This is an optimization exercise on Yosys and OpenROAD, whose aim is small area, a short achievable clock period and few clock cycles per item, not a production implementation.

==> flow/design.v (excerpt) <==
module proc(
    i_clk    ,
    i_rstn   ,
    i_en     ,
    i_grant_rd  ,
    i_grant_wr  ,
    i_valid  ,
    i_instr ,
    i_data ,
    o_addr  ,
    o_finish ,
    o_req_rd,
    o_req_wr,
    o_ack    ,
    o_data   ,
    o_wr_size ,
    o_busy
);
    input  [25:0] i_instr;
    input i_clk  ;
    input i_rstn ;
    input i_en   ;
    input i_grant_rd ;
    input i_grant_wr ;
    input i_valid ;
    output o_finish;
    output o_req_rd;
    output o_req_wr;
    output o_busy;
    output o_ack ;
    output [23:0] o_addr ;
    output [2:0] o_wr_size;
    input  [127:0] i_data  ;
    output [127:0] o_data;
    localparam INSTR_LD    = 2'd0;
    localparam INSTR_INFO  = 2'd1;
    localparam INSTR_STORE = 2'd2;
    wire [1:0]  opc     = i_instr[25:24];
    wire [23:0] payload = i_instr[23:0];
    reg busy_r, fin_r, ack_r;
    reg s_ld1, s_ld2, s_info, s_store;    
    reg run;                              
    reg rq_rd, rq_wr;                     
    reg rb;                               
    reg hold_a;                           
    reg rdperm;                           
    reg rd_done;                          
    reg [1:0] inflight;                   
    reg rfull;                            
    reg seq_act;                          
    reg [1:0] seq_lane;                   
    reg s0_v, s1_v;                       
    reg [1:0] s0_lane, s1_lane;
    reg [23:0] addr_a, addr_b, addr_w;
    reg [23:0] oaddr;                     
    reg [2:0]  wsz;                       
    reg [19:0] rcnt;                      
    reg        rfrac;                     
    reg [2:0]  wsz_last;                  
    reg [1:0]  op;
    reg [127:0] areg, rreg;
    reg [127:32] breg;                    
    reg [31:0]  s0_a;                     
    reg [15:0]  s0_one, s0_two, s0_neg;   
  ...
Size in the first run: roughly 320 I/O pins, roughly 0.045 mm^2 of cells after synthesis.
Settings: LEC_CHECK=0, CAP_MARGIN=20, CORE_MARGIN=2, CORE_UTILIZATION=55, CTS_BUF_LIST=sky130_fd_sc_hd__clkbuf_4 sky130_fd_sc_hd__clkbuf_8, SLEW_MARGIN=20, SYNTH_HIERARCHICAL=1; clock period 11.0 ns.
standard.sh (not shown) runs the stock make flow with config.mk's settings and CLKGATE_MAP_FILE= SYNTH_SCRIPT=/design/flow/synth_recipe.tcl, a recipe that flattens the netlist after the stock synthesis.
==> flow/flow/run.sh <==
#!/bin/bash
# Own flow: the standard ORFS flow (standard.sh, unchanged synthesis), with
#  - the port buffers made as sky130_fd_sc_hd__buf_1 instead of the default delay buffer,
#  - timing repair (floorplan, CTS, global route) aiming at extra setup slack.
# The make output goes to make.log; ORFS writes each step's log under orfs/logs/.
set -euo pipefail
export BUFFER_PORTS_ARGS="-buffer_cell sky130_fd_sc_hd__buf_1"
export SETUP_SLACK_MARGIN=7.3
bash standard.sh > make.log 2>&1
The first run produced a clean layout.
Rerun with:
--- a/flow/design.v
+++ b/flow/design.v
@@ -1267,13 +1267,12 @@
     wire [23:0] payload = i_instr[23:0];
     reg busy_r, fin_r, ack_r;
     reg s_ld1, s_ld2, s_info, s_store;    
     reg run;                              
     reg rq_rd, rq_wr;                     
     reg rb;                               
-    reg hold_a;                           
     reg rdperm;                           
     reg rd_done;                          
     reg [1:0] inflight;                   
     reg rfull;                            
     reg seq_act;                          
     reg [1:0] seq_lane;                   
@@ -1283,13 +1282,13 @@
     reg [23:0] oaddr;                     
     reg [2:0]  wsz;                       
     reg [19:0] rcnt;                      
     reg        rfrac;                     
     reg [2:0]  wsz_last;                  
     reg [1:0]  op;
-    reg [127:0] areg, rreg;
+    reg [127:0] areg, rreg;               
     reg [127:32] breg;                    
     reg [31:0]  s0_a;                     
     reg [15:0]  s0_one, s0_two, s0_neg;   
     reg [31:0]  s1_r0, s1_r1, s1_r2;      
     reg [2:0]   s1_r3;                    
     wire is_mul = (op == 2'd2);
@@ -1314,18 +1313,18 @@
     wire rd_done_nx = rd_done | (confirm & rlast);
     wire [1:0] inflight_nx = inflight + {1'b0, confirm} - {1'b0, wr_g};
     wire wlast = rd_done & (inflight == 2'd1);         
     wire fin_now = wr_g & wlast;
     wire wr_nx = ~fin_now & rfull_nx & ~rd_g;
     wire rd_nx = ~fin_now & ~wr_nx & ~rd_done_nx & rdperm_nx & ~rd_g;
-    wire hold_a_nx = rd_g | (hold_a & ~((rb & ~is_mul) | (seq_act & seq_lane == 2'd2) | replay));
+    wire shift_a = (rb & is_mul) | (seq_act & (seq_lane != 2'd3));
     always @(posedge i_clk or negedge i_rstn) begin
         if (!i_rstn) begin
             busy_r <= 1'b0; fin_r <= 1'b0; ack_r <= 1'b0;
             s_ld1 <= 1'b0; s_ld2 <= 1'b0; s_info <= 1'b0; s_store <= 1'b0;
-            run <= 1'b0; rq_rd <= 1'b0; rq_wr <= 1'b0; rb <= 1'b0; hold_a <= 1'b0;
+            run <= 1'b0; rq_rd <= 1'b0; rq_wr <= 1'b0; rb <= 1'b0;
             rdperm <= 1'b0; rd_done <= 1'b0; inflight <= 2'd0; rfull <= 1'b0;
             seq_act <= 1'b0; seq_lane <= 2'd0;
             s0_v <= 1'b0; s0_lane <= 2'd0; s1_v <= 1'b0; s1_lane <= 2'd0;
         end else begin
             ack_r <= acc_ld1 | acc_ld2 | acc_info | acc_store;
             if (!busy_r && i_en) begin
@@ -1340,19 +1339,17 @@
                 run      <= 1'b1;
                 rq_rd    <= 1'b1;
                 rdperm   <= 1'b1;
                 rd_done  <= 1'b0;
                 inflight <= 2'd0;
                 rfull    <= 1'b0;
-                hold_a   <= 1'b0;
             end
             if (run) begin
                 rq_rd    <= rd_nx;
                 rq_wr    <= wr_nx;
                 rb       <= rd_g;
-                hold_a   <= hold_a_nx;
                 rdperm   <= rdperm_nx;
                 rd_done  <= rd_done_nx;
                 rfull    <= rfull_nx;
                 inflight <= inflight_nx;
                 if (fin_now) begin
                     run   <= 1'b0;
@@ -1377,27 +1374,14 @@
                 if (seq_lane == 2'd3) seq_act <= 1'b0;
             end else begin
                 s0_v <= 1'b0;
             end
         end
     end
-    reg [31:0] ld_a, ld_b;
-    always @(*) begin
-        case (rb ? 2'd0 : seq_lane)
-            2'd0: ld_a = areg[31:0];
-            2'd1: ld_a = areg[63:32];
-            2'd2: ld_a = areg[95:64];
-            default: ld_a = areg[127:96];
-        endcase
-        case (seq_lane)
-            2'd2: ld_b = breg[95:64];
-            2'd3: ld_b = breg[127:96];
-            default: ld_b = breg[63:32];
-        endcase
-        if (rb) ld_b = i_data[31:0];
-    end
+    wire [31:0] ld_a = areg[31:0];
+    wire [31:0] ld_b = rb ? i_data[31:0] : breg[63:32];
     wire [32:0] bx = {ld_b, 1'b0};
     reg [15:0] enc_one, enc_two, enc_neg;
     integer ej;
     always @(*) begin
         for (ej = 0; ej < 16; ej = ej + 1) begin
             enc_one[ej] = bx[2*ej+1] ^ bx[2*ej];
@@ -1442,14 +1426,16 @@
             wsz    <= wsz_nx;
             if (confirm) begin
                 addr_b <= addr_b + 24'd128;
                 rcnt   <= rcnt - 20'd1;
             end
         end
-        if (!hold_a) areg <= i_data;
-        if (rb)      breg <= i_data[127:32];
+        areg[127:96] <= i_data[127:96];
+        areg[95:0]   <= shift_a ? areg[127:32] : i_data[95:0];
+        breg[127:96] <= i_data[127:96];
+        breg[95:32]  <= rb ? i_data[95:32] : breg[127:64];
         s0_a   <= ld_a;
         s0_one <= enc_one;
         s0_two <= enc_two;
         s0_neg <= enc_neg;
         s1_r0 <= t_r0;
         s1_r1 <= t_r1;
@@ -1472,19 +1458,18 @@
     assign o_req_wr  = rq_wr;
     assign o_data    = rreg;
     assign o_addr    = oaddr;
     assign o_wr_size = wsz;
 endmodule
 module addsub32(input [31:0] a, input [31:0] b, input sub, output [31:0] y);
-    wire [31:0] ap = a ^ {32{sub}};
-    wire [31:0] p0 = ap ^ b;
-    wire [31:0] q0 = p0 ^ {32{sub}};       
+    wire [31:0] bx = b ^ {32{sub}};
+    wire [31:0] p0 = a ^ bx;
     wire [31:0] g [0:5];
     wire [31:0] p [0:5];
-    assign g[0] = ap & b;
-    assign p[0] = p0;
+    assign g[0] = {a[30:0] & bx[30:0], sub};
+    assign p[0] = {p0[30:0], 1'b0};
     genvar l, q;
     generate
         for (l = 0; l < 5; l = l + 1) begin : g_lvl
             for (q = 0; q < 32; q = q + 1) begin : g_pos
                 if ((q >> l) & 1) begin : g_join
                     localparam integer J = ((q >> l) << l) - 1;
@@ -1494,8 +1479,8 @@
                     assign g[l+1][q] = g[l][q];
                     assign p[l+1][q] = p[l][q];
                 end
             end
         end
     endgenerate
-    assign y = q0 ^ {g[5][30:0], 1'b0};
+    assign y = p0 ^ g[5];
 endmodule
Final area decreases by 7.0%.
Global-route usage decreases by 0.58 points.
Setup slack got worse by 0.36 ns.
Die area decreases by 7.4%.
Sequential cell count decreases by 33.
Synthesized area decreases by 7.5%.
Synthesized cell count decreases by 6.1%.
Clock-buffer cell count increases by 9.
Utilization increases by 0.28 points.
No functional check of the RTL was part of any run of this note.

-- afterwards: timing with drivers on the ports --
The results above use ideal ports. As a check the final layouts listed here were re-extracted and re-timed, cells and wires unchanged. Step 1 sets driving cells, clkbuf_16 on the clock port and buf_2 on the other inputs (assumed; they add their load-dependent delay and slew). Step 2 moves the port delays by t, midway between the first and last clock arrival at a register: inputs arrive t later, outputs are due t later. That takes back most of the time a late clock gives input paths. Slacks: ideal ports / drivers / drivers and shift; pairs: ideal ports / drivers.
run | t (ns) | setup slack, ns | slew at the worst register clock pin (ns) | worst slew at a driven data input, ns
the first run | 0.843 | 7.168 / 7.126 / 6.283 | 0.07 / 0.07 | 0.16
the second run | 0.814 | 6.803 / 6.829 / 6.015 | 0.07 / 0.07 | 0.19
After both steps every run listed still meets setup and hold. For the first run, which loses most, drivers alone change the setup slack by -0.042 ns; drivers and shift together by -0.885 ns.
